Context: an optimization exercise on an open-source flow, tuned for small area. The choices shown serve that exercise and are no tape-out recipe.
Only simulation tests tie the RTL to the original design; equivalence was not proved.

==> run Y: inputs <==
==> flow/design.v <==
`timescale 1ns / 1ps
module DES_Core_Pipelined(
    input wire clk,
    input wire reset,  
    input wire [63:0] plaintext_i,
    input wire [63:0] key_i,
    output wire [63:0] ciphertext_o
    );
    wire [63:0] c;
    wire x120 = key_i[6] ^ key_i[12];
    wire x121 = key_i[27] ^ key_i[30];
    wire x122 = key_i[3] ^ key_i[9];
    wire x123 = key_i[31] ^ key_i[34];
    wire x124 = key_i[29] ^ key_i[32];
    wire x125 = key_i[0] ^ x120;
    wire x126 = key_i[1] ^ x122;
    wire x127 = key_i[5] ^ key_i[55];
    wire x128 = key_i[7] ^ key_i[13];
    wire x129 = key_i[2] ^ x125;
    wire x130 = key_i[4] ^ key_i[10];
    wire x131 = key_i[14] ^ x129;
    wire x132 = key_i[11] ^ key_i[15];
    wire x133 = x126 ^ x128;
    wire x134 = key_i[8] ^ x131;
    wire x135 = x127 ^ x132;
    wire x136 = key_i[25] ^ key_i[28];
    wire x137 = key_i[16] ^ x130;
    wire x138 = x133 ^ x135;
    wire x139 = key_i[54] ^ x134;
    wire x140 = key_i[53] ^ x138;
    wire x141 = x137 ^ x139;
    wire x142 = key_i[33] ^ key_i[36];
    wire x143 = key_i[26] ^ x124;
    wire x144 = key_i[17] ^ key_i[19];
    wire x145 = key_i[24] ^ x121;
    wire x146 = key_i[37] ^ x123;
    wire x147 = key_i[18] ^ x141;
    wire x148 = key_i[35] ^ key_i[38];
    wire x149 = key_i[20] ^ key_i[22];
    wire x150 = key_i[51] ^ x140;
    wire x151 = key_i[21] ^ key_i[23];
    wire x152 = key_i[50] ^ key_i[52];
    wire x153 = key_i[49] ^ x150;
    wire x154 = key_i[39] ^ x142;
    wire x155 = key_i[48] ^ x152;
    wire x156 = key_i[40] ^ x146;
    wire x157 = x147 ^ x149;
    wire x158 = key_i[47] ^ x153;
    wire x159 = key_i[41] ^ x148;
    wire x160 = key_i[44] ^ key_i[46];
    wire x161 = key_i[22] ^ x136;
    wire x162 = x144 ^ x151;
    wire x163 = key_i[24] ^ x157;
    wire x164 = key_i[23] ^ x143;
    wire x165 = key_i[42] ^ x154;
    wire x166 = key_i[45] ^ x158;
    wire x167 = key_i[21] ^ x145;
    wire x168 = key_i[43] ^ x156;
    wire x169 = x155 ^ x160;
    wire x170 = key_i[25] ^ x162;
    wire x171 = x161 ^ x167;
    wire x172 = key_i[20] ^ x151;
    wire x173 = key_i[43] ^ x166;
    wire x174 = key_i[26] ^ x163;
    wire x175 = x136 ^ x149;
    wire x176 = x124 ^ x159;
    wire x177 = key_i[30] ^ x165;
    wire x178 = x145 ^ x172;
    wire x179 = x143 ^ x148;
    wire x180 = key_i[19] ^ key_i[31];
    wire x181 = key_i[26] ^ key_i[29];
    wire x182 = x143 ^ x178;
    wire x183 = key_i[27] ^ x170;
    wire x184 = key_i[28] ^ x156;
    wire x185 = key_i[18] ^ x171;
    wire x186 = key_i[32] ^ x159;
    wire x187 = x136 ^ x146;
    wire x188 = x142 ^ x145;
    wire x189 = key_i[42] ^ x169;
    wire x190 = x121 ^ x154;
    wire x191 = key_i[35] ^ x164;
    wire x192 = plaintext_i[29] ^ x177;
    wire x193 = plaintext_i[21] ^ x123;
    wire x194 = key_i[28] ^ x174;
    wire x195 = plaintext_i[26] ^ x190;
    wire x196 = x161 ^ x191;
    wire x197 = key_i[21] ^ x158;
    wire x198 = key_i[23] ^ x175;
    wire x199 = key_i[20] ^ x147;
    wire x200 = x147 ^ x169;
    wire x201 = plaintext_i[31] ^ key_i[45];
    wire x202 = x181 ^ x198;
    wire x203 = plaintext_i[25] ^ x179;
    wire x204 = plaintext_i[18] ^ x180;
    wire x205 = plaintext_i[20] ^ key_i[33];
    wire x206 = x144 ^ x197;
    wire x207 = x144 ^ x166;
    wire x208 = key_i[52] ^ x174;
    wire x209 = x155 ^ x199;
    wire x210 = x144 ^ x202;
    wire x211 = plaintext_i[28] ^ x176;
    wire x212 = key_i[41] ^ x173;
    wire x213 = key_i[17] ^ x173;
    wire x214 = plaintext_i[27] ^ x184;
    wire x215 = plaintext_i[30] ^ x168;
    wire x216 = key_i[46] ^ x209;
    wire x217 = x150 ^ x170;
    wire x218 = plaintext_i[63] ^ x160;
    wire x219 = key_i[17] ^ key_i[18];
    wire x220 = x141 ^ x189;
    wire x221 = plaintext_i[23] ^ x188;
    wire x222 = x152 ^ x163;
    wire x223 = x140 ^ x183;
    wire x224 = x153 ^ x162;
    wire x225 = key_i[44] ^ x186;
    wire x226 = plaintext_i[24] ^ x187;
    wire x227 = x155 ^ x157;
    wire x228 = x164 ^ x175;
    wire x229 = plaintext_i[32] ^ x212;
    wire x230 = plaintext_i[33] ^ x220;
    wire x231 = plaintext_i[34] ^ x213;
    wire x232 = plaintext_i[35] ^ x200;
    wire x233 = plaintext_i[36] ^ x207;
    wire x234 = plaintext_i[37] ^ x216;
    wire x235 = plaintext_i[38] ^ x206;
    wire x236 = plaintext_i[39] ^ x227;
    wire x237 = plaintext_i[40] ^ x224;
    wire x238 = plaintext_i[41] ^ x222;
    wire x239 = plaintext_i[42] ^ x217;
    wire x240 = plaintext_i[43] ^ x208;
    wire x241 = plaintext_i[44] ^ x223;
    wire x242 = plaintext_i[45] ^ x194;
    wire x243 = plaintext_i[46] ^ key_i[29];
    wire x244 = x138 ^ x183;
    wire x245 = x243 ^ x244;
    wire x246 = plaintext_i[15] ^ key_i[33];
    wire x247 = key_i[35] ^ key_i[39];
    wire x248 = key_i[41] ^ x125;
    wire x249 = x133 ^ x137;
    wire x250 = x201 ^ x210;
    wire x251 = x246 ^ x247;
    wire x252 = x248 ^ x249;
    wire x253 = x250 ^ x251;
    wire x254 = x252 ^ x253;
    wire x255 = plaintext_i[16] ^ x178;
    wire x256 = x181 ^ x219;
    wire x257 = x255 ^ x256;
    wire x258 = plaintext_i[17] ^ x180;
    wire x259 = x185 ^ x258;
    wire x260 = x204 ^ x228;
    wire x261 = plaintext_i[19] ^ key_i[33];
    wire x262 = x182 ^ x261;
    wire x263 = x123 ^ x171;
    wire x264 = x205 ^ x263;
    wire x265 = x193 ^ x196;
    wire x266 = plaintext_i[22] ^ x188;
    wire x267 = x191 ^ x266;
    wire x268 = x187 ^ x221;
    wire x269 = x179 ^ x226;
    wire x270 = x190 ^ x203;
    wire x271 = x184 ^ x195;
    wire x272 = x176 ^ x214;
    wire x273 = x177 ^ x211;
    wire x274 = x168 ^ x192;
    wire x275 = x215 ^ x225;
    wire x276 = x165 ^ x201;
    wire x277 = x225 ^ x276;
    wire x278 = plaintext_i[0] ^ key_i[40];
    wire x279 = x130 ^ x139;
    wire x280 = x189 ^ x278;
    wire x281 = x279 ^ x280;
    wire x282 = plaintext_i[1] ^ x212;
    wire x283 = plaintext_i[2] ^ x220;
    wire x284 = plaintext_i[3] ^ x213;
    wire x285 = plaintext_i[4] ^ x200;
    wire x286 = plaintext_i[5] ^ x207;
    wire x287 = plaintext_i[6] ^ x216;
    wire x288 = plaintext_i[7] ^ x206;
    wire x289 = plaintext_i[8] ^ x227;
    wire x290 = plaintext_i[9] ^ x224;
    wire x291 = plaintext_i[10] ^ x222;
    wire x292 = plaintext_i[11] ^ x217;
    wire x293 = plaintext_i[12] ^ x208;
    wire x294 = plaintext_i[13] ^ x223;
    wire x295 = plaintext_i[14] ^ x194;
    wire x296 = plaintext_i[15] ^ plaintext_i[47];
    wire x297 = key_i[16] ^ key_i[19];
    wire x298 = key_i[32] ^ key_i[34];
    wire x299 = key_i[38] ^ key_i[40];
    wire x300 = x122 ^ x134;
    wire x301 = x135 ^ x185;
    wire x302 = x218 ^ x296;
    wire x303 = x297 ^ x298;
    wire x304 = x299 ^ x300;
    wire x305 = x301 ^ x302;
    wire x306 = x303 ^ x304;
    wire x307 = x305 ^ x306;
    wire x308 = plaintext_i[16] ^ plaintext_i[48];
    wire x309 = key_i[16] ^ key_i[31];
    wire x310 = x210 ^ x308;
    wire x311 = x309 ^ x310;
    wire x312 = plaintext_i[17] ^ plaintext_i[49];
    wire x313 = x182 ^ x219;
    wire x314 = x312 ^ x313;
    wire x315 = plaintext_i[50] ^ key_i[33];
    wire x316 = x185 ^ x204;
    wire x317 = x315 ^ x316;
    wire x318 = plaintext_i[19] ^ plaintext_i[51];
    wire x319 = key_i[19] ^ x123;
    wire x320 = x228 ^ x318;
    wire x321 = x319 ^ x320;
    wire x322 = plaintext_i[52] ^ key_i[35];
    wire x323 = x182 ^ x205;
    wire x324 = x322 ^ x323;
    wire x325 = plaintext_i[53] ^ x142;
    wire x326 = x171 ^ x193;
    wire x327 = x325 ^ x326;
    wire x328 = plaintext_i[22] ^ plaintext_i[54];
    wire x329 = x146 ^ x196;
    wire x330 = x328 ^ x329;
    wire x331 = plaintext_i[55] ^ x148;
    wire x332 = x164 ^ x221;
    wire x333 = x331 ^ x332;
    wire x334 = plaintext_i[56] ^ x145;
    wire x335 = x154 ^ x226;
    wire x336 = x334 ^ x335;
    wire x337 = plaintext_i[57] ^ x136;
    wire x338 = x156 ^ x203;
    wire x339 = x337 ^ x338;
    wire x340 = plaintext_i[58] ^ x143;
    wire x341 = x159 ^ x195;
    wire x342 = x340 ^ x341;
    wire x343 = plaintext_i[59] ^ x121;
    wire x344 = x165 ^ x214;
    wire x345 = x343 ^ x344;
    wire x346 = plaintext_i[60] ^ key_i[28];
    wire x347 = x168 ^ x211;
    wire x348 = x346 ^ x347;
    wire x349 = plaintext_i[61] ^ key_i[44];
    wire x350 = x176 ^ x192;
    wire x351 = x349 ^ x350;
    wire x352 = plaintext_i[62] ^ key_i[45];
    wire x353 = x177 ^ x215;
    wire x354 = x352 ^ x353;
    wire x355 = plaintext_i[31] ^ x168;
    wire x356 = x186 ^ x218;
    wire x357 = x355 ^ x356;
    assign c = {x357, x354, x351, x348, x345, x342, x339, x336, x333, x330, x327, x324, x321, x317, x314, x311, x307, x295, x294, x293, x292, x291, x290, x289, x288, x287, x286, x285, x284, x283, x282, x281, x277, x275, x274, x273, x272, x271, x270, x269, x268, x267, x265, x264, x262, x260, x259, x257, x254, x245, x242, x241, x240, x239, x238, x237, x236, x235, x234, x233, x232, x231, x230, x229};
    reg [64*17-1:0] pipe_n;
    always @(posedge clk)
        pipe_n <= {pipe_n[64*16-1:0], ~c};
    reg [4:0] hold_cnt;
    always @(posedge clk) begin
        if (reset)
            hold_cnt <= 5'd17;
        else if (hold_cnt != 5'd0)
            hold_cnt <= hold_cnt - 5'd1;
    end
    wire flushed = (hold_cnt != 5'd0);
    assign ciphertext_o = ~(pipe_n[64*17-1:64*16] | {64{flushed}});
endmodule
==> flow/run.sh <==
#!/bin/bash
# synth_recipe.tcl (not shown) runs the flow's synth.tcl, then flattens the netlist and writes it again
# the make line also repeats each setting of config.mk as NAME=value (left out here)
make -C /OpenROAD-flow-scripts/flow DESIGN_CONFIG=/design/flow/config.mk WORK_HOME=/design/flow/orfs CLKGATE_MAP_FILE= SYNTH_SCRIPT=/design/flow/synth_recipe.tcl finish
==> flow/config.mk <==
export PLATFORM = sky130hd
export DESIGN_NAME = DES_Core_Pipelined
export DESIGN_NICKNAME = DES_Core_Pipelined
export VERILOG_FILES = /design/flow/design.v
export SDC_FILE = /design/flow/constraint.sdc
export NUM_CORES = 4
export LEC_CHECK = 0
export CAP_MARGIN = 20
export CORE_MARGIN = 2
export CORE_UTILIZATION = 40
export SLEW_MARGIN = 20
==> flow/constraint.sdc <==
create_clock -name core_clock -period 4.0 [get_ports {clk}]
set_input_delay 0.8000 -clock core_clock [delete_from_list [all_inputs] [get_ports {clk}]]
set_output_delay 0.8000 -clock core_clock [all_outputs]
set_load 0.01 [all_outputs]
==> run X (differences from run Y) <==
--- a/flow/config.mk
+++ b/flow/config.mk
@@ -6,6 +6,9 @@
 export NUM_CORES = 4
 export LEC_CHECK = 0
+export ABC_AREA = 1
 export CAP_MARGIN = 20
 export CORE_MARGIN = 2
-export CORE_UTILIZATION = 40
+export CORE_UTILIZATION = 65
+export CTS_BUF_LIST = sky130_fd_sc_hd__clkbuf_2 sky130_fd_sc_hd__clkbuf_4 sky130_fd_sc_hd__clkbuf_8
+export CTS_CLUSTER_SIZE = 20
 export SLEW_MARGIN = 20
==> comparison <==
In run X the global-route usage is higher than in run Y, by 11 points. In synthesized area, run Y and run X hardly differ. Between run Y and run X, the lower clock skew is in run Y (gap 11 ps). Synthesized cell count: run X is larger than run Y (11%). Of run X and run Y, run Y has the higher die area (gap 38%, measured against run Y).

==> port drivers added, routing unchanged <==
How much do the figures lean on ideal ports? The routed layouts below were timed once more, with nothing changed but the port constraints. Step 1: set_driving_cell puts a clkbuf_16 on clk and a buf_2 on each other input, an assumption about the parent block. Step 2 times the ports against the registers' clock, not the clock port: input delays grow and output delays shrink by t, the midpoint of the rising clock arrivals with the driver on. Three values: no drivers, after step 1, after step 2; two values: the first two.
run	shift t [ns]	setup slack, ns	worst setup path after step 2	clock arrival spread, ns	slew at the worst register clock pin (ns)
run Y	0.663	0.735 / 0.682 / 0.787	input to register	0.023 / 0.023	0.07 / 0.07
run X	0.729	0.209 / 0.159 / 0.636	input to register	0.033 / 0.034	0.08 / 0.08
After both steps setup and hold are still met in every run listed.
